This design comes from an exercise in tuning for small area, a short achievable clock period and few clock cycles on the open sky130 flow, not from production work. The RTL was checked by simulation tests, not by an equivalence proof against the original design. Power figures rest on the tool's default switching activity, not on a simulated workload.

**design/flow/config.mk**
```make
export PLATFORM = sky130hd
export DESIGN_NAME = top_module
export DESIGN_NICKNAME = top_module
export VERILOG_FILES = /design/flow/design.v
export SDC_FILE = /design/flow/constraint.sdc
export NUM_CORES = 4
export LEC_CHECK = 0
export CAP_MARGIN = 20
export CORE_MARGIN = 2
export CORE_UTILIZATION = 40
export SLEW_MARGIN = 20
export SYNTH_MEMORY_MAX_BITS = 16384
```
**design/flow/constraint.sdc**
```tcl
create_clock -name core_clock -period 12.0 [get_ports {clk}]
set_input_delay 2.4000 -clock core_clock [delete_from_list [all_inputs] [get_ports {clk}]]
set_output_delay 2.4000 -clock core_clock [all_outputs]
set_load 0.01 [all_outputs]
```
**design/flow/design.v**
```verilog
`timescale 1ns / 1ps
module Dff(in,out,clk,en,rst);
	input in,clk,en,rst;
	output out;
	reg out;
	always@(posedge clk or negedge rst)
		if(!rst) out<=0;
		else if(en)
			out <= in;
endmodule
module reg16(in,out,clk,en,rst);
	input clk,en,rst;
	input[15:0] in;
	output[15:0] out;
	genvar i;
	generate
		for(i=0;i<16;i=i+1)
		begin
			Dff inter(in[i],out[i],clk,en,rst);
		end
	endgenerate
endmodule
module demux(in,sel,out);
	input[2:0] sel;
	input in;
	output[7:0] out;
	not N1(not0,sel[0]),
		 N2(not1,sel[1]),
		 N3(not2,sel[2]);
	and A1(out[0],in,not2,not1,not0),
		 A2(out[1],in,not2,not1,sel[0]),
		 A3(out[2],in,not2,sel[1],not0),
		 A4(out[3],in,not2,sel[1],sel[0]),
		 A5(out[4],in,sel[2],not1,not0),
		 A6(out[5],in,sel[2],not1,sel[0]),
		 A7(out[6],in,sel[2],sel[1],not0),
		 A8(out[7],in,sel[2],sel[1],sel[0]);
endmodule
module tristate16(in,out,en);
	input[15:0] in;
	output[15:0] out;
	input en;
	reg[15:0] out;
	always@(in or en)
		begin
			if(en)
				out=in;
			else
				out=16'b0;
		end
endmodule
module regbank(in,RPA,WPA,rdR,wR,out,clk,rst);
	input[15:0] in;
	output[15:0] out;
	input rdR,wR,clk,rst;
	input[2:0] RPA,WPA;
	wire[7:0] we,en;
	wire[15:0] o0,o1,o2,o3,o4,o5,o6,o7;
	wire[15:0] out0,out1,out2,out3,out4,out5,out6,out7;
	demux DMux1(wR,WPA,we),
			DMux2(rdR,RPA,en);
	reg16 R0(in,out0,clk,we[0],rst),
			R1(in,out1,clk,we[1],rst),
			R2(in,out2,clk,we[2],rst),
			R3(in,out3,clk,we[3],rst),
			R4(in,out4,clk,we[4],rst),
			R5(in,out5,clk,we[5],rst),
			R6(in,out6,clk,we[6],rst),
			R7(in,out7,clk,we[7],rst);
	tristate16 T1(out0,o0,en[0]),
				  T2(out1,o1,en[1]),
				  T3(out2,o2,en[2]),
				  T4(out3,o3,en[3]),
				  T5(out4,o4,en[4]),
				  T6(out5,o5,en[5]),
				  T7(out6,o6,en[6]),
				  T8(out7,o7,en[7]);
	assign out = o0|o1|o2|o3|o4|o5|o6|o7;
endmodule
module adder(a,b,inp,outcar,sum);
	input a,b,inp;
	output outcar,sum;
	wire w1,w2,w3,w4,w5;
	and A1(w1,a,inp),
		 A2(w2,a,b),
		 A3(w3,b,inp);
	or O1(w4,w1,w2),
	   O2(outcar,w4,w3);
	xor X1(w5,a,b),
		 X2(sum,inp,w5);
endmodule
module adder16(X,Y,inp,out,car,ovflow);
	input[15:0] X,Y;
	input inp;
	output car,ovflow;
	output[15:0] out;
	wire[15:0] carry;
	genvar i;
	generate
		for(i=0;i<16;i=i+1)
		begin
			if(i==0) adder A(X[i],Y[i],inp,carry[0],out[i]);
			else adder B(X[i],Y[i],carry[i-1],carry[i],out[i]);
		end
	endgenerate
	buf B1(car,carry[15]);
	xor X1(ovflow,carry[15],carry[14]);
endmodule
module compY(Y,Z);
	input[15:0] Y;
   output[15:0] Z;
   genvar i;
   generate
		for(i=0;i<16;i=i+1)
			begin  
				not N1(Z[i],Y[i]);
			end
   endgenerate
endmodule
module andXY(X,Y,Z);
	input[15:0] X,Y;
   output[15:0] Z;
   genvar i;
   generate
		for(i=0;i<16;i=i+1)
			begin  
				and A1(Z[i],Y[i],X[i]);
			end
   endgenerate
endmodule
module orXY(X,Y,Z);
	input[15:0] X,Y;
   output[15:0] Z;
   genvar i;
   generate
		for(i=0;i<16;i=i+1)
			begin  
				or O1(Z[i],Y[i],X[i]);
			end
   endgenerate
endmodule
module decoder3(x,y,z,out);
	input x,y,z;
	output[7:0] out;
	wire notx,noty,notz;
	and D1(out[0],notx,noty,notz),
		 D2(out[1],notx,noty,z),
		 D3(out[2],notx,y,notz),
		 D4(out[3],notx,y,z),
		 D5(out[4],x,noty,notz),
		 D6(out[5],x,noty,z),
		 D7(out[6],x,y,notz),
		 D8(out[7],x,y,z);
	not N1(notx,x),
		 N2(noty,y),
		 N3(notz,z);
endmodule
module ALU(X,Y,Z,fnsel,Sin,Zin,Vin,Cin);
	input[15:0] X,Y;
	output[15:0] Z;
	output Sin,Zin,Vin,Cin;
	input[2:0] fnsel;
	wire[7:0] func;
	wire[15:0] outadd,outsub,outcomp1,outcomp,outand,outor,negY;
	decoder3 Decode(fnsel[2],fnsel[1],fnsel[0],func);
	adder16 add(X,Y,1'b0,outadd,car1,ovf1);
	compY comp1(Y,negY);
	adder16 sub(X,negY,1'b1,outsub,car2,ovf2);
	compY comp2(X,outcomp1);
	adder16 compadd(outcomp1,16'b0000000000000001,1'b0,outcomp,car3,ovf3);
	andXY and1(X,Y,outand);
	orXY or1(X,Y,outor);
	or O1(adden,func[0],func[7]),
		O2(suben,func[1],func[4]);
	wire[15:0] z1,z2,z3,z4,z5,z6;
	tristate16 T1(outadd,z1,adden),
				  T2(outsub,z2,suben),
				  T3(outand,z3,func[2]),
				  T4(outor,z4,func[3]),
				  T5(X,z5,func[6]),
				  T6(outcomp,z6,func[5]);
	assign Z = z1|z2|z3|z4|z5|z6;
	buf B1(Sin,Z[15]);
	or A1(notz,Z[0],Z[1],Z[2],Z[3],Z[4],Z[5],Z[6],Z[7],Z[8],Z[9],Z[10],Z[11],Z[12],Z[13],Z[14],Z[15]);
	not N1(Zin,notz);
	and A2(temp_car1,car1,adden);
	and A3(temp_car2,car2,suben);
	and A4(temp_car3,car3,func[5]);
	or O3(Cin,temp_car1,temp_car2,temp_car3);
	and A5(temp_ovf1,ovf1,adden);
	and A6(temp_ovf2,ovf2,suben);
	and A7(temp_ovf3,ovf3,func[5]);
	or O4(Vin,temp_ovf1,temp_ovf2,temp_ovf3);
endmodule
module decoder2(sel1,sel2,out);
	input sel1,sel2;
	output[3:0] out;
	not N1(not1,sel1),
		 N2(not2,sel2);
	and A1(out[0],not1,not2),
		 A2(out[1],not1,sel2),
		 A3(out[2],sel1,not2),
		 A4(out[3],sel1,sel2);
endmodule
module MUX2(A,B,D,E,C,sel1,sel2);
	input A,B,D,E;
	input sel1,sel2;
	output C;
	wire[3:0] out;
	decoder2 D1(sel1,sel2,out);
	and A1(w1,A,out[0]),
	    A2(w2,B,out[1]),
		 A3(w3,D,out[2]),
		 A4(w4,E,out[3]);
	or O1(C,w1,w2,w3,w4);
endmodule
module CPUdatapath(
						 clk,rst,ldbuf,ldflags,ldPC,ld2,ldtemp,ldMAR,ldMDR,ldIR,
						 TPC,Tr2,Ttemp,TMAR,TMDR2X,TMDR,
						 add,transx,rdR,wR,rMDRi,rMDRX,sel1,
						 Sout,Vout,Zout,Cout,IRout,
						 address,datain,dataout
						 );
	input clk,rst,ldbuf,ldflags,ldPC,TPC,ld2,Tr2,add,
			transx,rdR,wR,ldtemp,Ttemp,ldMAR,
			TMAR,ldMDR,rMDRi,rMDRX,TMDR2X,TMDR,ldIR;
	input[1:0] sel1;
	wire[15:0] X,bufout,Z,tempPC,temp2,tmp,
				  tempMAR,MDRin,MDRout;
	wire[15:0] x1,x2,x3,x4,x5,m1,m2;
	wire[2:0] fnsel,RPA;
	wire Sin,Zin,Vin,Cin;
	output[15:0] IRout;
	output Sout,Vout,Zout,Cout;
	output[15:0] address;
	output[15:0] datain;
	input[15:0] dataout;
	MUX2 M1(IRout[14],1'b1,1'b1,1'b0,fnsel[2],add,transx),
		  M2(IRout[13],1'b1,1'b1,1'b0,fnsel[1],add,transx),
		  M3(IRout[12],1'b0,1'b1,1'b0,fnsel[0],add,transx);
	reg16 buffer(X,bufout,clk,ldbuf,rst);
	ALU alu(X,bufout,Z,fnsel,Sin,Zin,Vin,Cin);
	Dff sign(Sin,Sout,clk,ldflags,rst),
		 zero(Zin,Zout,clk,ldflags,rst),
		 overflow(Vin,Vout,clk,ldflags,rst),
		 carry(Cin,Cout,clk,ldflags,rst);
	reg16 PC(Z,tempPC,clk,ldPC,rst);
	tristate16 tpc(tempPC,x1,TPC);
	reg16 two(16'b0000000000000001,temp2,clk,ld2,rst);
	tristate16 ttwo(temp2,x2,Tr2);
	MUX2 M4(IRout[5],IRout[8],IRout[2],1'b0,RPA[2],sel1[1],sel1[0]),
		  M5(IRout[4],IRout[7],IRout[1],1'b0,RPA[1],sel1[1],sel1[0]),
		  M6(IRout[3],IRout[6],IRout[0],1'b0,RPA[0],sel1[1],sel1[0]);
	regbank registers(Z,RPA,IRout[2:0],rdR,wR,x3,clk,rst);
	reg16 temp(Z,tmp,clk,ldtemp,rst);
	tristate16 ttemp(tmp,x4,Ttemp);
	reg16 MAR(Z,tempMAR,clk,ldMAR,rst);
	tristate16 tmar(tempMAR,address,TMAR);
	reg16 IR(dataout,IRout,clk,ldIR,rst);
	reg16 MDR(MDRin,MDRout,clk,ldMDR,rst);
	tristate16 T1(Z,m1,rMDRi);
   tristate16 T2(dataout,m2,rMDRX);
	tristate16 T3(MDRout,x5,TMDR2X);
	tristate16 T4(MDRout,datain,TMDR);
	assign X = x1|x2|x3|x4|x5;
	assign MDRin = m1|m2;
endmodule
`timescale 1ns / 1ps
module CPUcontroller(
						 clk,rst,ldbuf,ldflags,ldPC,ld2,ldtemp,ldMAR,ldMDR,ldIR,
						 TPC,Tr2,Ttemp,TMAR,TMDR2X,TMDR,
						 add,transx,rdR,wR,rMDRi,rMDRX,sel1,
						 Sout,Vout,Zout,Cout,IRout,
						 rd,wr,MFC,dataout
							);
	input rst,clk;
	input[15:0] dataout;
	output ldbuf,ldflags,ldPC,ld2,ldtemp,ldMAR,ldMDR,ldIR,
			TPC,Tr2,Ttemp,TMAR,TMDR2X,TMDR,
			add,transx,rdR,wR,rd,wr,rMDRi,rMDRX;
	reg  ld2,
			TPC,Tr2,Ttemp,TMAR,TMDR2X,TMDR,
			add,transx,rdR,rd,wr,rMDRi,rMDRX;		
	output[1:0]	sel1;
	reg[1:0] sel1;
	reg ldbuf_comp,ldflags_comp,ldPC_comp,ldtemp_comp,ldMAR_comp,ldMDR_comp,ldIR_comp,wR_comp;
	input Sout,Vout,Zout,Cout,MFC;
	input[15:0] IRout;
	reg[8:0] state;
	reg[8:0] next_state;
	reg D_cond;
	parameter A01 = 9'b000010001;
	parameter A02 = 9'b000010010;
	parameter A03 = 9'b000010011;
	parameter A04 = 9'b000010100;
	parameter B01 = 9'b000100001;
	parameter B02 = 9'b000100010;
	parameter B03 = 9'b000100011;
	parameter B04 = 9'b000100100;
	parameter B05 = 9'b000100101;
	parameter C01 = 9'b000110001;
	parameter D01 = 9'b001000001;
	parameter D02 = 9'b001000010;
	parameter D03 = 9'b001000011;
	parameter D04 = 9'b001000100;
	parameter D05 = 9'b001000101;
	parameter D06 = 9'b001000110;
	parameter D07 = 9'b001000111;
	parameter D08 = 9'b001001000;
	parameter D09 = 9'b001001001;
	parameter D10 = 9'b001001010;
	parameter D11 = 9'b001001011;
	parameter D12 = 9'b001001100;
	parameter E01 = 9'b001010001;
	parameter E02 = 9'b001010010;
	parameter E03 = 9'b001010011;
	parameter E04 = 9'b001010100;
	parameter E05 = 9'b001010101;
	parameter E06 = 9'b001010110;
	parameter E07 = 9'b001010111;
	parameter E08 = 9'b001011000;
	parameter E09 = 9'b001011001;
	parameter E10 = 9'b001011010;
	parameter E11 = 9'b001011011;
	parameter E12 = 9'b001011100;
	parameter E13 = 9'b001011101;
	parameter E14 = 9'b001011110;
	parameter E15 = 9'b001011111;
	parameter F01 = 9'b001100001;
	parameter F02 = 9'b001100010;
	parameter F03 = 9'b001100011;
	parameter F04 = 9'b001100100;
	parameter F05 = 9'b001100101;
	parameter F06 = 9'b001100110;
	parameter G01 = 9'b001110001;
	parameter G02 = 9'b001110010;
	parameter H01 = 9'b010000001;
	parameter H02 = 9'b010000010;
	parameter H03 = 9'b010000011;
	parameter H04 = 9'b010000100;
	parameter H05 = 9'b010000101;
	parameter H06 = 9'b010000110;
	parameter H07 = 9'b010000111;
	parameter H08 = 9'b010001000;
	parameter H09 = 9'b010001001;
	parameter H10 = 9'b010001010;
	parameter H11 = 9'b010001011;
	parameter H12 = 9'b010001100;
	parameter H13 = 9'b010001101;
	parameter I01 = 9'b010010001;
	parameter I02 = 9'b010010010;
	parameter I03 = 9'b010010011;
	parameter I04 = 9'b010010100;
	parameter I05 = 9'b010010101;
	parameter I06 = 9'b010010110;
	parameter I07 = 9'b010010111;
	parameter I08 = 9'b010011000;
	parameter I09 = 9'b010011001;
	parameter I10 = 9'b010011010;
	parameter I11 = 9'b010011011;
	parameter I12 = 9'b010011100;
	parameter I13 = 9'b010011101;
	parameter I14 = 9'b010011110;
	parameter I15 = 9'b010011111;
	parameter I16 = 9'b010010000;
	parameter J01 = 9'b010100001;
	parameter J02 = 9'b010100010;
	parameter J03 = 9'b010100011;
	parameter J04 = 9'b010100100;
	parameter J05 = 9'b010100101;
	parameter J06 = 9'b010100110;
	parameter K01 = 9'b010110001;
	parameter K02 = 9'b010110010;
	parameter L01 = 9'b011000001;
	parameter L02 = 9'b011000010;
	parameter L03 = 9'b011000011;
	parameter L04 = 9'b011000100;
	parameter L05 = 9'b011000101;
	parameter L06 = 9'b011000110;
	parameter L07 = 9'b011000111;
	parameter L08 = 9'b011001000;
	parameter L09 = 9'b011001001;
	parameter L10 = 9'b011001010;
	parameter L11 = 9'b011001011;
	parameter L12 = 9'b011001100;
	parameter L13 = 9'b011001101;
	parameter M01 = 9'b011010001;
	parameter M02 = 9'b011010010;
	parameter M03 = 9'b011010011;
	parameter M04 = 9'b011010100;
	parameter M05 = 9'b011010101;
	parameter M06 = 9'b011010110;
	parameter M07 = 9'b011010111;
	parameter M08 = 9'b011011000;
	parameter M09 = 9'b011011001;
	parameter M10 = 9'b011011010;
	parameter M11 = 9'b011011011;
	parameter M12 = 9'b011011100;
	parameter M13 = 9'b011011101;
	parameter M14 = 9'b011011110;
	parameter M15 = 9'b011011111;
	parameter M16 = 9'b011010000;
	parameter N01 = 9'b011100001;
	parameter O01 = 9'b011110001;
	parameter O02 = 9'b011110010;
	parameter O03 = 9'b011110011;
	parameter O04 = 9'b011110100;
	parameter O05 = 9'b011110101;
	parameter O06 = 9'b011110110;
	parameter P01 = 9'b100000001;
	parameter P02 = 9'b100000010;
	parameter P03 = 9'b100000011;
	parameter P04 = 9'b100000100;
	parameter P05 = 9'b100000101;
	parameter P06 = 9'b100000110;
	parameter P07 = 9'b100000111;
	parameter Q01 = 9'b100010001;
	parameter R01 = 9'b100100001;
	parameter R02 = 9'b100100010;
	parameter R03 = 9'b100100011;
	parameter R04 = 9'b100100100;
	parameter R05 = 9'b100100101;
	parameter R06 = 9'b100100110;
	parameter R07 = 9'b100100111;
	parameter R08 = 9'b100101000;
	parameter R09 = 9'b100101001;
	parameter R10 = 9'b100101010;
	parameter R11 = 9'b100101011;
	parameter S01 = 9'b100110001;
	parameter S02 = 9'b100110010;
	parameter S03 = 9'b100110011;
	parameter S04 = 9'b100110100;
	parameter S05 = 9'b100110101;
	parameter S06 = 9'b100110110;
	parameter S07 = 9'b100110111;
	parameter S08 = 9'b100111000;
	parameter S09 = 9'b100111001;
	parameter S10 = 9'b100111010;
	parameter S11 = 9'b100111011;
	parameter S12 = 9'b100111100;
	parameter S13 = 9'b100111101;
	parameter S14 = 9'b100111110;
	parameter start=9'b000000000;
	parameter end_state=9'b111111111;   
	always@(posedge clk or negedge rst)
	begin
		if(!rst)
			state<= start;
		else 
			state <= next_state;
	end
	assign ldbuf = ldbuf_comp;
	assign ldflags = ldflags_comp;
	assign ldPC = ldPC_comp;
	assign ldtemp = ldtemp_comp;
	assign ldMAR = ldMAR_comp;
	assign ldMDR = ldMDR_comp;
	assign ldIR = ldIR_comp;
	assign wR = wR_comp;
	always@(*)
	begin
		case({IRout[13:12],IRout[10:9]})
			4'b0000:
						D_cond = 1;
			4'b0001:
						D_cond = Zout;
			4'b0010:
						D_cond = !Zout;
			4'b0100:
						D_cond = Cout;
			4'b0101:
						D_cond = !Cout;
			4'b0110:
						D_cond = Vout;
			4'b1000:
						D_cond = !Vout;
			4'b1001:
						D_cond = Sout;
			4'b1010:
						D_cond = !Sout;
			default:
						D_cond = 1'b0;
		endcase
	end
	always@(*)
	begin
		next_state = end_state;
		case(state)	
			start:
						next_state = A01;
			A01:		next_state = A02;
			A02:		next_state = A03;
			A03:		begin
							if(!MFC) next_state = A03;
							else next_state = A04;
						end
			A04:
						begin
							next_state = end_state;
							case(dataout[15:9])
								7'b0111000:
									next_state=B01;
								7'b0111001:
									next_state=C01;
								7'b0111010:
									next_state=D01;
								7'b0111011:			
									next_state=E01;
								7'b1000000:
									next_state=F01;
								7'b1000001:
									next_state=G01;
								7'b1000010:
									next_state=H01;
								7'b1000011:
									next_state=I01;
								7'b1001000:
									next_state=F01;
								7'b1001001:
									next_state=G01;
								7'b1001010:
									next_state=H01;
								7'b1001011:
									next_state=I01;
								7'b1010000:
									next_state=F01;
								7'b1010001:
									next_state=G01;
								7'b1010010:
									next_state=H01;
								7'b1010011:
									next_state=I01;
								7'b1011000:
									next_state=F01;
								7'b1011001:
									next_state=G01;
								7'b1011010:
									next_state=H01;
								7'b1011011:
									next_state=I01;
								7'b1100000:
									next_state=J01;
								7'b1100001:
									next_state=K01;
								7'b1100010:
									next_state=L01;
								7'b1100011:
									next_state=M01;
								7'b1101000:
									next_state=N01;
								7'b1101001:
									next_state=N01;
								7'b1101010:
									next_state=N01;
								7'b1101011:
									next_state=N01;
								7'b1101100:
									next_state=N01;
								7'b1101101:
									next_state=N01;
								7'b1101110:
									next_state=N01;
								7'b1101111:
									next_state=N01;
								7'b0100100:
									next_state=O01;
								7'b0100101:
									next_state=O01;
								7'b0100110:
									next_state=O01;
								7'b0101100:
									next_state=O01;
								7'b0101101:
									next_state=O01;
								7'b0101110:
									next_state=O01;
								7'b0110100:
									next_state=O01;
								7'b0110101:
									next_state=O01;
								7'b0110110:
									next_state=O01;
								7'b0010100:
									next_state=P01;
								7'b0010101:
									next_state=P01;
								7'b0010110:
									next_state=P01;
								7'b0010111:
									next_state=P01;
								7'b0011100:
									next_state=Q01;
								7'b0011101:
									next_state=Q01;
								7'b0011110:
									next_state=Q01;
								7'b0011111:
									next_state=Q01;
								7'b0000000:
									next_state=R01;
								7'b0000001:
									next_state=R01;
								7'b0000010:
									next_state=R01;
								7'b0000011:
									next_state=R01;
								7'b0000100:
									next_state=R01;
								7'b0000101:
									next_state=R01;
								7'b0000110:
									next_state=R01;
								7'b0000111:
									next_state=R01;
								7'b0001000:
									next_state=S01;
								7'b0001001:
									next_state=S01;
								7'b0001010:
									next_state=S01;
								7'b0001011:
									next_state=S01;
								7'b0001100:
									next_state=S01;
								7'b0001101:
									next_state=S01;
								7'b0001110:
									next_state=S01;
								7'b0001111:
									next_state=S01;
						endcase
					end
			B01:	next_state=B02;
			B02:	next_state=B03;
			B03:	
				begin
					if(!MFC) next_state = B03;
					else next_state = B04;
				end
			B04:	next_state=B05;
			B05:	next_state=end_state;
			C01:	next_state=end_state;
			D01:	next_state=D02;
			D02:	next_state=D03;
			D03:	
				begin
					if(!MFC) next_state = D03;
					else next_state = D04;
				end
			D04:	next_state=D05;
			D05:	next_state=D06;
			D06:	next_state=D07;
			D07:	next_state=D08;
			D08:	next_state=D09;
			D09:	next_state=D10;
			D10:	
				begin
					if(!MFC) next_state = D10;
					else next_state = D11;
				end
			D11:	next_state=D12;
			D12:	next_state=end_state;
			E01:	next_state=E02;
			E02:	next_state=E03;
			E03:	
				begin
					if(!MFC) next_state = E03;
					else next_state = E04;
				end
			E04:	next_state=E05;
			E05:	next_state=E06;
			E06:	next_state=E07;
			E07:	next_state=E08;
			E08:	next_state=E09;
			E09:	next_state=E10;
			E10:	
				begin
					if(!MFC) next_state = E10;
					else next_state = E11;
				end
			E11:	next_state=E12;
			E12:	next_state=E13;
			E13:	
				begin
					if(!MFC) next_state = E13;
					else next_state = E14;
				end
			E14:	next_state=E15;
			E15:	next_state=end_state;
			F01:	next_state=F02;
			F02:	next_state=F03;
			F03:	
				begin
					if(!MFC) next_state = F03;
					else next_state = F04;
				end
			F04:	next_state=F05;
			F05:	next_state=F06;
			F06:	next_state=end_state;
			G01:	next_state=G02;
			G02:	next_state=end_state;
			H01:	next_state=H02;
			H02:	next_state=H03;
			H03:	
				begin
					if(!MFC) next_state = H03;
					else next_state = H04;
				end
			H04:	next_state=H05;
			H05:	next_state=H06;
			H06:	next_state=H07;
			H07:	next_state=H08;
			H08:	next_state=H09;
			H09:	next_state=H10;
			H10:	
				begin
					if(!MFC) next_state = H10;
					else next_state = H11;
				end
			H11:	next_state=H12;
			H12:	next_state=H13;
			H13:	next_state=end_state;
			I01:	next_state=I02;
			I02:	next_state=I03;
			I03:	
				begin
					if(!MFC) next_state = I03;
					else next_state = I04;
				end
			I04:	next_state=I05;
			I05:	next_state=I06;
			I06:	next_state=I07;
			I07:	next_state=I08;
			I08:	next_state=I09;
			I09:	next_state=I10;
			I10:	
				begin
					if(!MFC) next_state = I10;
					else next_state = I11;
				end
			I11:	next_state=I12;
			I12:	next_state=I13;
			I13:	
				begin
					if(!MFC) next_state = I13;
					else next_state = I14;
				end
			I14:	next_state=I15;
			I15:	next_state=I16;
			I16:	next_state=end_state;
			J01:	next_state=J02;
			J02:	next_state=J03;
			J03:	
				begin
					if(!MFC) next_state = J03;
					else next_state = J04;
				end
			J04:	next_state=J05;
			J05:	next_state=J06;
			J06:	next_state=end_state;
			K01:	next_state=K02;
			K02:	next_state=end_state;
			L01:	next_state=L02;
			L02:	next_state=L03;
			L03:	
				begin
					if(!MFC) next_state = L03;
					else next_state = L04;
				end
			L04:	next_state=L05;
			L05:	next_state=L06;
			L06:	next_state=L07;
			L07:	next_state=L08;
			L08:	next_state=L09;
			L09:	next_state=L10;
			L10:	
				begin
					if(!MFC) next_state = L10;
					else next_state = L11;
				end
			L11:	next_state=L12;
			L12:	next_state=L13;
			L13:	next_state=end_state;
			M01:	next_state=M02;
			M02:	next_state=M03;
			M03:	
				begin
					if(!MFC) next_state = M03;
					else next_state = M04;
				end
			M04:	next_state=M05;
			M05:	next_state=M06;
			M06:	next_state=M07;
			M07:	next_state=M08;
			M08:	next_state=M09;
			M09:	next_state=M10;
			M10:	
				begin
					if(!MFC) next_state = M10;
					else next_state = M11;
				end
			M11:	next_state=M12;
			M12:	next_state=M13;
			M13:	
				begin
					if(!MFC) next_state = M13;
					else next_state = M14;
				end
			M14:	next_state=M15;
			M15:	next_state=M16;
			M16:	next_state=end_state;
			N01:	next_state=end_state;
			O01:	next_state=O02;
			O02:	next_state=O03;
			O03:	
				begin
					if(!MFC) next_state = O03;
					else next_state = O04;
				end
			O04:	
				begin
					if(!D_cond)	next_state=end_state;
					else	next_state=O05;
				end
			O05:	next_state=O06;
			O06:	next_state=end_state;
			P01:	next_state=P02;
			P02:	next_state=P03;
			P03:	
				begin
					if(!MFC) next_state = P03;
					else next_state = P04;
				end
			P04:	next_state=P05;
			P05:	next_state=P06;
			P06:	next_state=P07;
			P07:	next_state=end_state;
			Q01:	next_state=end_state;
			R01:	next_state=R02;
			R02:	next_state=R03;
			R03:	
				begin
					if(!MFC) next_state = R03;
					else next_state = R04;
				end
			R04:	next_state=R05;
			R05:	next_state=R06;
			R06:	next_state=R07;
			R07:	next_state=R08;
			R08:	next_state=R09;
			R09:	next_state=R10;
			R10:	next_state=R11;
			R11:	
				begin
					if(!MFC) next_state = R11;
					else next_state = end_state;
				end
			S01:	next_state=S02;
			S02:	next_state=S03;
			S03:	
				begin
					if(!MFC) next_state = S03;
					else next_state = S04;
				end
			S04:	next_state=S05;
			S05:	next_state=S06;
			S06:	next_state=S07;
			S07:	next_state=S08;
			S08:	next_state=S09;
			S09:	next_state=S10;
			S10:	
				begin
					if(!MFC) next_state = S10;
					else next_state = S11;
				end
			S11:	next_state=S12;
			S12:	next_state=S13;
			S13:	next_state=S14;
			S14:	
				begin
					if(!MFC) next_state = S14;
					else next_state = end_state;
				end
			end_state:
				next_state=start;
		endcase
	end
	always@(*)
	begin
		rdR = 0;
		wR_comp = 0;
		rd = 0;
		wr = 0;
		rMDRi = 0;
		rMDRX = 0;
		TPC = 0;
		Ttemp = 0;
		TMAR = 0;
		TMDR2X = 0;
		TMDR = 0;
		ldIR_comp = 0;
		transx = 0;
		ldMAR_comp = 0;
		ldbuf_comp = 0;
		Tr2 = 0;
		add = 0;
		ldPC_comp = 0;
		ldflags_comp = 0;
		ld2 = 0;
		ldtemp_comp = 0;
		ldMDR_comp = 0;
		sel1 = 2'b00;
		case(state)
			A01:
					begin
						ld2 = 1;
						TPC = 1;
						transx = 1;
						ldMAR_comp = 1;
						ldbuf_comp = 1;
					end
			A02: 
					begin
						Tr2 = 1;
						add = 1;
						TMAR = 1;
						ldPC_comp = 1;
					end
			A03:
					begin
						TMAR = 1;
						rd = 1;
					end
			A04:
					begin
						ldIR_comp=1;                                                                                                                                                                                                                                                                                                                                                                                                                                                                                                                                                                                                                                                                                                      
					end
			B01:
					begin			
						TPC = 1;
						transx = 1;
						ldMAR_comp = 1;
						ldbuf_comp = 1;
					end
			B02: 
					begin
						Tr2 = 1;
						add = 1;
						TMAR = 1;
						ldPC_comp = 1;
					end
			B03:
					begin
						TMAR = 1;
						rd = 1;
					end
			B04:
					begin
						rMDRX = 1;
						ldMDR_comp = 1;
					end
			B05:
					begin
						TMDR2X = 1;
						transx = 1;
						wR_comp = 1;
					end
			C01:
					begin
						sel1 = 2'b01;
						rdR = 1;
						transx = 1;
						wR_comp = 1;
					end
			D01:
					begin
						TPC = 1;
						transx = 1;
						ldMAR_comp = 1;
						ldbuf_comp = 1;
					end
			D02: 
					begin
						Tr2 = 1;
						add = 1;
						TMAR = 1;
						ldPC_comp = 1;
					end
			D03:
					begin
						TMAR = 1;
						rd = 1;
					end
			D04:
					begin
						rMDRX = 1;
						ldMDR_comp = 1;
					end
			D05:
					begin
						TMDR2X = 1;
						transx = 1;
						ldtemp_comp = 1;
					end
			D06:
					begin
						sel1 = 2'b01;
						rdR = 1;
						ldbuf_comp = 1;					
					end
			D07:
					begin
						sel1 = 2'b00;
						rdR = 1;
						add = 1;
						rMDRi = 1;
						ldMDR_comp = 1;
					end
			D08:
					begin
						Ttemp = 1;
						ldbuf_comp = 1;
					end
			D09:
					begin
						TMDR2X = 1;
						add = 1;
						TMAR = 1;
						ldMAR_comp = 1;			
					end
			D10:
					begin
						TMAR = 1;
						rd = 1;
					end
			D11:
					begin
						rMDRX = 1;
						ldMDR_comp = 1;
					end
			D12:
					begin
						TMDR2X = 1;
						transx = 1;
						wR_comp = 1;
					end
			E01:
					begin
						TPC = 1;
						transx = 1;
						ldMAR_comp = 1;
						ldbuf_comp = 1;
					end
			E02: 
					begin
						Tr2 = 1;
						add = 1;
						TMAR = 1;
						ldPC_comp = 1;
					end
			E03:
					begin
					   TMAR = 1;
						rd = 1;
					end
			E04:
					begin
						rMDRX = 1;
						ldMDR_comp = 1;
					end
			E05:
					begin
						TMDR2X = 1;
						transx = 1;
						ldtemp_comp = 1;
					end
			E06:
					begin
						sel1 = 2'b01;
						rdR = 1;
						ldbuf_comp = 1;					
					end
			E07:
					begin
						sel1 = 2'b00;
						rdR = 1;
						add = 1;
						rMDRi = 1;
						ldMDR_comp = 1;
					end
			E08:
					begin
						Ttemp = 1;
						ldbuf_comp = 1;
					end
			E09:
					begin
						TMDR2X = 1;
						add = 1;
						ldMAR_comp = 1;			
					end
			E10:
					begin
						TMAR = 1;
						rd = 1;
					end
			E11:
					begin
						rMDRX = 1;
						ldMDR_comp = 1;
					end	
			E12:
					begin
						TMDR2X = 1;
						transx = 1;
						TMAR = 1;
						ldMAR_comp = 1;
					end
			E13:
					begin
						TMAR = 1;
						rd = 1;
					end
			E14:
					begin
						rMDRX = 1;
						ldMDR_comp = 1;
					end
			E15:
					begin
						TMDR2X = 1;
						transx = 1;
						wR_comp = 1;
					end
			F01:
					begin			
						TPC = 1;
						transx = 1;
						ldMAR_comp = 1;
						ldbuf_comp = 1;
					end
			F02: 
					begin
						Tr2 = 1;
						add = 1;
						TMAR = 1;
						ldPC_comp = 1;
					end
			F03:
					begin
						TMAR = 1;
						rd = 1;
					end
			F04:
					begin
						rMDRX = 1;
						ldMDR_comp = 1;
					end
			F05:
					begin
						TMDR2X = 1;
						ldbuf_comp = 1;
					end
			F06:
					begin
						sel1 = 2'b10;
						rdR = 1;
						ldflags_comp = 1;
						wR_comp = 1;
					end
			G01:
					begin
						sel1 = 2'b01;
						rdR = 1;
						ldbuf_comp = 1;
					end
			G02:
					begin
						sel1 = 2'b10;
						rdR = 1;
						wR_comp = 1;
						ldflags_comp = 1;
					end
			H01:
					begin			
						TPC = 1;
						transx = 1;
						ldMAR_comp = 1;
						ldbuf_comp = 1;
					end
			H02: 
					begin
						Tr2 = 1;
						add = 1;
						TMAR = 1;
						ldPC_comp = 1;
					end
			H03:
					begin
						TMAR = 1;
						rd = 1;
					end
			H04:
					begin
						rMDRX = 1;
						ldMDR_comp = 1;
					end
			H05:
					begin
						TMDR2X = 1;
						transx = 1;
						ldtemp_comp = 1;
					end 
			H06:
					begin
						sel1 = 2'b00;
						rdR = 1;
						ldbuf_comp = 1;
					end
			H07:
					begin
						sel1 = 2'b01;
						rdR = 1;
						add = 1;
						rMDRi = 1;
						ldMDR_comp = 1;
					end
			H08:
					begin
						Ttemp = 1;
						ldbuf_comp = 1;
					end
			H09:
					begin
						TMDR2X = 1;
						add = 1;
						TMAR = 1;
						ldMAR_comp = 1;
					end
			H10:
					begin
						TMAR = 1;
						rd = 1;
					end
			H11:
					begin
						rMDRX = 1;
						ldMDR_comp = 1;
					end
			H12: 
					begin
						TMDR2X = 1;
						ldbuf_comp = 1;
					end
			H13: 
					begin
						sel1 = 2'b10;
						rdR = 1;
						wR_comp = 1;
						ldflags_comp = 1;
					end
			I01:
					begin			
						TPC = 1;
						transx = 1;
						ldMAR_comp = 1;
						ldbuf_comp = 1;
					end
			I02: 
					begin
						Tr2 = 1;
						add = 1;
						TMAR = 1;
						ldPC_comp = 1;
					end
			I03:
					begin
						TMAR = 1;
						rd = 1;
					end
			I04:
					begin
						rMDRX = 1;
						ldMDR_comp = 1;
					end
			I05:
					begin
						TMDR2X = 1;
						transx = 1;
						ldtemp_comp = 1;
					end 
			I06:
					begin
						sel1 = 2'b00;
						rdR = 1;
						ldbuf_comp = 1;
					end
			I07:
					begin
						sel1 = 2'b01;
						rdR = 1;
						add = 1;
						rMDRi = 1;
						ldMDR_comp = 1;
					end
			I08:
					begin
						Ttemp = 1;
						ldbuf_comp = 1;
					end
			I09:
					begin
						TMDR2X = 1;
						add = 1;
						TMAR = 1;
						ldMAR_comp = 1;
					end
			I10:
					begin
						TMAR = 1;
						rd = 1;
					end
			I11:
					begin
						rMDRX = 1;
						ldMDR_comp = 1;
					end
			I12:	
					begin
						TMDR2X = 1;
						transx = 1;
						TMAR = 1;
						ldMAR_comp = 1;
					end
			I13:
					begin
						TMAR = 1;
						rd = 1;
					end
			I14:
					begin
						rMDRX = 1;
						ldMDR_comp = 1;
					end
			I15: 
					begin
						TMDR2X = 1;
						ldbuf_comp = 1;
					end
			I16: 
					begin	
						sel1 = 2'b10;
						rdR = 1;
						wR_comp = 1;
						ldflags_comp = 1;
					end
			J01:
					begin			
						TPC = 1;
						transx = 1;
						ldMAR_comp = 1;
						ldbuf_comp = 1;
					end
			J02: 
					begin
						Tr2 = 1;
						add = 1;
						TMAR = 1;
						ldPC_comp = 1;
					end
			J03:
					begin
						TMAR = 1;
						rd = 1;
					end
			J04:
					begin
						rMDRX = 1;
						ldMDR_comp = 1;
					end
			J05:
					begin
						TMDR2X = 1;
						ldbuf_comp = 1;
					end
			J06:
					begin
						sel1 = 2'b10;
						rdR = 1;
						ldflags_comp = 1;
					end
			K01:
					begin
						sel1 = 2'b01;
						rdR = 1;
						ldbuf_comp = 1;
					end
			K02:
					begin
						sel1 = 2'b10;
						rdR = 1;
						ldflags_comp = 1;
					end
			L01:
					begin			
						TPC = 1;
						transx = 1;
						ldMAR_comp = 1;
						ldbuf_comp = 1;
					end
			L02: 
					begin
						Tr2 = 1;
						add = 1;
						TMAR = 1;
						ldPC_comp = 1;
					end
			L03:
					begin
						TMAR = 1;
						rd = 1;
					end
			L04:
					begin
						rMDRX = 1;
						ldMDR_comp = 1;
					end
			L05:
					begin
						TMDR2X = 1;
						transx = 1;
						ldtemp_comp = 1;
					end 
			L06:
					begin
						sel1 = 2'b00;
						rdR = 1;
						ldbuf_comp = 1;
					end
			L07:
					begin
						sel1 = 2'b01;
						rdR = 1;
						add = 1;
						rMDRi = 1;
						ldMDR_comp = 1;
					end
			L08:
					begin
						Ttemp = 1;
						ldbuf_comp = 1;
					end
			L09:
					begin
						TMDR2X = 1;
						add = 1;
						TMAR = 1;
						ldMAR_comp = 1;
					end
			L10:
					begin
						TMAR = 1;
						rd = 1;
					end
			L11:
					begin
						rMDRX = 1;
						ldMDR_comp = 1;
					end
			L12: 
					begin
						TMDR2X = 1;
						ldbuf_comp = 1;
					end
			L13: 
					begin
						sel1 = 2'b10;
						rdR = 1;
						ldflags_comp = 1;
					end
			M01:
					begin			
						TPC = 1;
						transx = 1;
						ldMAR_comp = 1;
						ldbuf_comp = 1;
					end
			M02: 
					begin
						Tr2 = 1;
						add = 1;
						TMAR = 1;
						ldPC_comp = 1;
					end
			M03:
					begin
						TMAR = 1;
						rd = 1;
					end
			M04:
					begin
						rMDRX = 1;
						ldMDR_comp = 1;
					end
			M05:
					begin
						TMDR2X = 1;
						transx = 1;
						ldtemp_comp = 1;
					end 
			M06:
					begin
						sel1 = 2'b00;
						rdR = 1;
						ldbuf_comp = 1;
					end
			M07:
					begin
						sel1 = 2'b01;
						rdR = 1;
						add = 1;
						rMDRi = 1;
						ldMDR_comp = 1;
					end
			M08:
					begin
						Ttemp = 1;
						ldbuf_comp = 1;
					end
			M09:
					begin
						TMDR2X = 1;
						add = 1;
						TMAR = 1;
						ldMAR_comp = 1;
					end
			M10:
					begin
						TMAR = 1;
						rd = 1;
					end
			M11:
					begin
						rMDRX = 1;
						ldMDR_comp = 1;
					end
			M12:	
					begin
						TMDR2X = 1;
						transx = 1;
						TMAR = 1;
						ldMAR_comp = 1;
					end
			M13:
					begin
						TMAR = 1;
						rd = 1;
					end
			M14:
					begin
						rMDRX = 1;
						ldMDR_comp = 1;
					end
			M15: 
					begin
						TMDR2X = 1;
						ldbuf_comp = 1;
					end
			M16: 
					begin	
						sel1 = 2'b10;
						rdR = 1;
						ldflags_comp = 1;
					end		
			N01:
					begin
						sel1 = 2'b10;
						rdR = 1;
						wR_comp=1;
					end
			O01:
					begin			
						TPC = 1;
						transx = 1;
						ldMAR_comp = 1;
						ldbuf_comp = 1;
					end
			O02: 
					begin
						Tr2 = 1;
						add = 1;
						TMAR = 1;
						ldPC_comp = 1;
					end
			O03:
					begin
						TMAR = 1;
						rd = 1;
					end
			O04:
					begin
						rMDRX = 1;
						ldMDR_comp = 1;
					end
			O05:
					begin
						TMDR2X = 1;
						ldbuf_comp = 1;
					end
			O06: 
					begin
						TPC = 1;
						add = 1;
						ldPC_comp = 1;
					end
			P01:
					begin			
						TPC = 1;
						transx = 1;
						ldMAR_comp = 1;
						ldbuf_comp = 1;
					end
			P02: 
					begin
						Tr2 = 1;
						add = 1;
						TMAR = 1;
						ldPC_comp = 1;
					end
			P03:
					begin
						TMAR = 1;
						rd = 1;
					end
			P04:
					begin
						rMDRX = 1;
						ldMDR_comp = 1;
					end
			P05:
					begin
						TPC = 1;
						transx = 1;
						wR_comp = 1;
					end
			P06: 
					begin
						TMDR2X = 1;
						ldbuf_comp = 1;
					end
			P07: 
					begin
						TPC = 1;
						add = 1;
						ldPC_comp = 1;
					end
			Q01:
				begin
					sel1 = 2'b10;
					rdR = 1;
					transx = 1;
					ldPC_comp = 1;
				end
			R01:
					begin			
						TPC = 1;
						transx = 1;
						ldMAR_comp = 1;
						ldbuf_comp = 1;
					end
			R02: 
					begin
						Tr2 = 1;
						add = 1;
						TMAR = 1;
						ldPC_comp = 1;
					end
			R03:
					begin
						TMAR = 1;
						rd = 1;
					end
			R04:
					begin
						rMDRX = 1;
						ldMDR_comp = 1;
					end
			R05: 
					begin
						TMDR2X = 1;
						transx = 1;
						ldtemp_comp = 1;
					end
			R06:
					begin
						sel1 = 2'b01;
						rdR = 1;
						ldbuf_comp = 1;
					end
			R07:
					begin
						sel1 = 2'b00;
						rdR = 1;
						add = 1;
						rMDRi = 1;
						ldMDR_comp = 1;
					end
			R08:
					begin
						Ttemp = 1;
						ldbuf_comp = 1;
					end
			R09:
					begin
						TMDR2X = 1;
						add = 1;
						ldMAR_comp = 1;
					end
			R10:
					begin
						sel1 = 2'b10;
						rdR = 1;
						transx = 1;
						rMDRi = 1;
						TMAR = 1;
						ldMDR_comp = 1;
						TMDR = 1;
					end
			R11:
					begin
						TMAR = 1;
						TMDR = 1;
						wr = 1;
					end
		  S01:
					begin			
						TPC = 1;
						transx = 1;
						ldMAR_comp = 1;
						ldbuf_comp = 1;
					end
			S02: 
					begin
						Tr2 = 1;
						add = 1;
						TMAR = 1;
						ldPC_comp = 1;
					end
			S03:
					begin
						TMAR = 1;
						rd = 1;
					end
			S04:
					begin
						rMDRX = 1;
						ldMDR_comp = 1;
					end
			S05: 
					begin
						TMDR2X = 1;
						transx = 1;
						ldtemp_comp = 1;
					end
			S06:
					begin
						sel1 = 2'b01;
						rdR = 1;
						ldbuf_comp = 1;
					end
			S07:
					begin
						sel1 = 2'b00;
						rdR = 1;
						add = 1;
						rMDRi = 1;
						ldMDR_comp = 1;
					end
			S08:
					begin
						Ttemp = 1;
						ldbuf_comp = 1;
					end
			S09:
					begin
						TMDR2X = 1;
						add = 1;
						TMAR = 1;
						ldMAR_comp = 1;
					end
			S10:
					begin
						TMAR = 1;
						rd = 1;
					end
			S11:
					begin
						rMDRX = 1;
						ldMDR_comp = 1;
					end
			S12: 
					begin
						TMDR2X = 1;
						transx = 1;
						ldMAR_comp = 1;
					end
			S13: 
					begin
						sel1 = 2'b10;
						rdR = 1;
						transx = 1;
						rMDRi = 1;
						TMAR = 1;
						TMDR = 1;
						ldMDR_comp = 1;
					end
			S14:
					begin
						TMAR = 1;
						TMDR = 1;
						wr = 1;
					end
		endcase
	end
endmodule
`timescale 1ns / 1ps
module top_module(clk,rst,mem_addr,mem_wdata,mem_rdata,mem_rd,mem_wr,mem_ready
    );
	 input clk,rst;
	 output[15:0] mem_addr,mem_wdata;
	 input[15:0] mem_rdata;
	 output mem_rd,mem_wr;
	 input mem_ready;
	 wire[15:0] IRout;
	 wire[1:0] sel1;
	 wire[15:0] address,datain,dataout;
	 CPUcontroller control(
						 clk,rst,ldbuf,ldflags,ldPC,ld2,ldtemp,ldMAR,ldMDR,ldIR,
						 TPC,Tr2,Ttemp,TMAR,TMDR2X,TMDR,
						 add,transx,rdR,wR,rMDRi,rMDRX,sel1,
						 Sout,Vout,Zout,Cout,IRout,
						 rd,wr,MFC,dataout
							);
	 CPUdatapath datapath(
						 clk,rst,ldbuf,ldflags,ldPC,ld2,ldtemp,ldMAR,ldMDR,ldIR,
						 TPC,Tr2,Ttemp,TMAR,TMDR2X,TMDR,
						 add,transx,rdR,wR,rMDRi,rMDRX,sel1,
						 Sout,Vout,Zout,Cout,IRout,
						 address,datain,dataout
						 );
	assign mem_addr = address;
	assign mem_wdata = datain;
	assign mem_rd = rd;
	assign mem_wr = wr;
	assign dataout = mem_rdata;
	assign MFC = mem_ready;
endmodule
```
**design/flow/run.sh**
```bash
#!/bin/bash
# synth_recipe.tcl (not shown) runs the flow's synth.tcl, then flattens the netlist and writes it again
# the make line also repeats each setting of config.mk as NAME=value (left out here)
make -C /OpenROAD-flow-scripts/flow DESIGN_CONFIG=/design/flow/config.mk WORK_HOME=/design/flow/orfs CLKGATE_MAP_FILE= SYNTH_SCRIPT=/design/flow/synth_recipe.tcl finish
```
==> notes.md <==
Startpoint Class=flop; Clock H-tree levels=1; row count=73; initial antenna violation count=2; sequential power share=36.7%; Worst Reg2Reg Path Length in Cells=34; # port buffers=52; hold wc startpoint=datapath.two.genblk1[0].inter.out$_DFFE_PN0P_; share of cells above drive strength 1=12.5%; post-synth design cell area=0.0161 mm2; Overflow after GRT=0; clock-pin slew of the registers on the worst-case setup and hold paths=0.07 ns; placer congestion estimate=0.990; placed cells=2411; cell-internal power=1.89 mW; NetSw=1.36 mW; Tightest Hold Check Type=flop to flop; GRT Total Usage=29.7%; DRT Pass-1 Iters=8; Crit Reg-Reg Startpoint=control.state[1]$_DFF_PN0_; # clock sinks=236; TritonCTS buffer count=26; clk buf depth=3; setup TNS=0 ns; RR Endpoint=datapath.MAR.genblk1[15].inter.out$_DFFE_PN0P_; crit path time final=11.44 ns; Die ar.=0.0419 mm2; post-CTS setup buffer count=0; hold path depth=1; worst-skew pair later-pin latency=0.56 ns; DR vias/cell=6.18; P_leak=8.01 nW; highest-delay cell along the critical path=fa_1; Setup crit end kind=flop; DRT Wirelength=62100 um; status=finished clean; Netlist cell types=96; largest stage delay on the critical path=0.49 ns; largest net degree at the start of global routing=123; Worst VDD drop=0.137 mV; nets=2017; Starting Density=40.6%; Post-CTS Resized=0; Yosys warnings=54; unrepaired setup endpoints after global routing=false; Clock Skews=0.0318 ns; CTS tree=done; Chip Width=205 um; sequential area share after synthesis=36.6%; synthesized flop and latch total=236; most used cell, CP=fa_1; dominant synthesized flop cell=dfrtp_1; Post-synth ARST share=100%; Worst Tran Pin Value=1.10 ns; combinational share of power=39.6%; Critical Path RT=12.37 ns; first-pass GRT wire length=94300 um; Final period util=95.3%; number of antenna diodes=0; net switching fraction of the power=41.8%; Final Hold Viols=0; WL/cell=25.3 um; Post-Synthesis Cells=1888; Routed Antenna Nets=0; Rel. slew slack=26.5%; fin cells=2458; Final setup viols=0; WP data arrival=11.81 ns; post-DP HPWL=44400 um; Clock Power Share=23.7%; Die Span Y=205 um; Avg Synthesized Cell Area=8.54 um2; total number of vias=15200; DR DRC count=0; number of synthesized flops with an enable pin=0; fmax=87.4 MHz; post-synth net total=1991; vias in the first global route=14700; Max Cap Violations=0; reg-to-reg slack, setup=0.56 ns; Root Driver=clkbuf_16; Pins Over Slew Limit=0; IO Count=53; Core Footprint=0.0397 mm2; worst hold slack=0.493 ns; worst hold endpoint=datapath.two.genblk1[0].inter.out$_DFFE_PN0P_; cts hold-fix bufs=0; area growth from synthesis to layout=14.2%; crit path max fanout=12; initial drt markers=1621; CP Class=flop to flop; Power Density=177 mW/mm2
[power by group through the flow]
| stage | Clock [mW] | Combinational (mW) | Sequential [mW] |
|---|---|---|---|
| floorplan | 0 | 0.812 | 1.13 |
| global placement | 0 | 1.25 | 1.20 |
| detailed placement | 0 | 1.26 | 1.20 |
| CTS | 0.786 | 1.27 | 1.19 |
| global route | 0.815 | 1.39 | 1.22 |
| finish | 0.770 | 1.29 | 1.19 |
[final cells by class]
class	count	area [um2]
Inverter	88	330
Multi-Input combinational cell	1407	9390
Fill cell	3858	21300
Clock inverter	13	93.8
Clock buffer	34	731
Timing Repair Buffer	155	1300
Sequential cell	236	5910
Tap cell	525	657
[kinds of logic (layout without fill, tap and decap cells)]
group           after synthesis  count (layout)  synth area share [%]
compound gates              589             589                  23.6
xor+xnor                      6               6                 0.326
fa+ha+maj                    84              84                  7.91
buf+inv                     245             290                  6.12
flops                       236             236                  36.6
mux                          99              99                  6.56
simple gates                629             629                  18.8
[cell usage after synthesis (10+ instances only)]
library cell / n / share of area (%)
or3_1: 11 / 0.43
o211ai_1: 11 / 0.51
a31oi_1: 11 / 0.43
o22ai_1: 23 / 0.89
nand4_1: 12 / 0.47
a222oi_1: 19 / 1.2
mux2_2: 24 / 1.7
nand2_1: 124 / 2.9
clkbuf_1: 112 / 2.6
o31ai_1: 13 / 0.61
a21oi_1: 249 / 7.7
a2bb2oi_1: 10 / 0.54
nand3_1: 32 / 0.99
ha_1: 54 / 4.2
nor2_1: 262 / 6.1
nand2b_1: 16 / 0.62
and2_1: 42 / 1.6
a221oi_1: 12 / 0.65
mux2i_1: 72 / 4.5
buf_2: 30 / 0.93
fa_1: 30 / 3.7
dfrtp_1: 236 / 37
o21ai_0: 95 / 2.9
a21o_1: 10 / 0.47
a211oi_1: 22 / 1.0
nor2b_1: 14 / 0.54
nor3_1: 38 / 1.2
and3_1: 11 / 0.43
inv_1: 88 / 2.0
[through the flow]
step	setup WS (ns)	util (%)	total power, mW	instance area (um2)
after floorplan	1.25	-	1.94	16100
after global placement	0.592	44.2	2.44	17600
after detailed placement	0.304	44.2	2.46	17600
after CTS	0.251	46.2	3.24	18400
after global routing	0.0210	46.3	3.43	18400
final	0.564	46.3	3.25	18400
[registers in the layout, indices dropped and copies added, names as in the netlist, 9 cells and up]
signal / cells
datapath.registers.R5.genblk1.inter.out: 16
datapath.MDR.genblk1.inter.out: 16
datapath.registers.R4.genblk1.inter.out: 16
control.state: 9
datapath.registers.R2.genblk1.inter.out: 16
datapath.IR.genblk1.inter.out: 14
datapath.registers.R6.genblk1.inter.out: 16
datapath.temp.genblk1.inter.out: 16
datapath.PC.genblk1.inter.out: 16
datapath.MAR.genblk1.inter.out: 16
datapath.registers.R3.genblk1.inter.out: 16
datapath.registers.R0.genblk1.inter.out: 16
datapath.registers.R1.genblk1.inter.out: 16
datapath.buffer.genblk1.inter.out: 16
datapath.registers.R7.genblk1.inter.out: 16
[worst max path at each step]
| stage | from | endpoint | slack, ns | cells after the start |
|---|---|---|---|---|
| 6_report | control.state[1]$_DFF_PN0_ | datapath.MAR.genblk1[15].inter.out$_DFFE_PN0P_ | 0.56 | 34 |
| 4_1_cts | control.state[1]$_DFF_PN0_ | datapath.MAR.genblk1[15].inter.out$_DFFE_PN0P_ | 0.25 | 34 |
| 5_1_grt | control.state[1]$_DFF_PN0_ | datapath.zero.out$_DFFE_PN0P_ | 0.02 | 36 |
| 3_3_place_gp | control.state[1]$_DFF_PN0_ | datapath.zero.out$_DFFE_PN0P_ | 0.59 | 35 |
| 3_5_place_dp | control.state[1]$_DFF_PN0_ | datapath.MAR.genblk1[15].inter.out$_DFFE_PN0P_ | 0.30 | 34 |
| 2_1_floorplan | control.state[1]$_DFF_PN0_ | datapath.PC.genblk1[15].inter.out$_DFFE_PN0P_ | 1.25 | 36 |
[critical path: cells and delay by family (launching register included)]
family                   cells  cell delay [ns]
AO/OA/AOI/OAI                8             1.68
adder cells (fa/ha/maj)     16             6.91
buffers and inverters        4             0.67
multiplexers                 1             0.10
flip-flops                   1             0.47
AND/OR/NAND/NOR              5             1.42
[cell usage in the layout, fill, tap and decap left out, types with 7 or more instances in the layout]
cell type / Yosys / routed
nor2b_1: 14 / 14
mux2i_1: 72 / 72
o21ai_0: 95 / 94
a31oi_1: 11 / 10
o31ai_1: 13 / 12
a21o_1: 10 / 9
clkdlybuf4s50_1: 0 / 51
and2_1: 42 / 41
a22oi_1: 8 / 8
nand2_1: 124 / 124
o22ai_1: 23 / 23
fa_1: 30 / 30
ha_1: 54 / 53
o21ai_1: 7 / 8
a222oi_1: 19 / 19
and3_1: 11 / 11
nand2b_1: 16 / 16
a221oi_2: 5 / 9
mux2_2: 24 / 24
dfrtp_1: 236 / 234
a21oi_1: 249 / 247
nor4_1: 9 / 7
o211ai_1: 11 / 11
nor3_1: 38 / 35
a221oi_1: 12 / 8
a2bb2oi_1: 10 / 10
or3_1: 11 / 11
a211oi_1: 22 / 20
nand3_1: 32 / 32
buf_4: 4 / 103
clkbuf_16: 0 / 26
inv_1: 88 / 88
nand4_1: 12 / 12
nor2_1: 262 / 258
[metal layers]
layer / track usage, % / vias to the layer above / share of wire [%]
met3: 3.98 / 159 / 7.5
met5: 0 / - / 0.018
met4: 13.4 / 2 / 4.9
li1: - / 6792 / -
met1: 41.0 / 7478 / 42
met2: 46.4 / 750 / 45
Testbench counts, summed over its fixed seeds: cycles 29,645.

separate check: timing with driven ports:
How much do the figures lean on ideal ports? The routed layout below was timed once more, with nothing changed but the port constraints. Step 1 (the two cells are an assumption about what drives the block):
set clk [get_ports {clk}]
set_driving_cell -lib_cell sky130_fd_sc_hd__clkbuf_16 $clk
set_driving_cell -lib_cell sky130_fd_sc_hd__buf_2 [delete_from_list [all_inputs] $clk]
Step 2 times the ports against the registers' clock, not the clock port: input delays grow and output delays shrink by t, the midpoint of the rising clock arrivals with the driver on. Three values: ideal, step 1, step 2; two values: the first two.
t (ns): 0.590
slack for setup (ns): 0.564 / 0.564 / 0.564
hold WS [ns]: 0.493 / 0.493 / 0.493
worst setup path after step 2: register to register
cell pins on the clock port's net: 1
After both steps this run still meets setup and hold. The setup slack of this run moves by 0.000 ns with the drivers and by 0.000 ns with both steps.
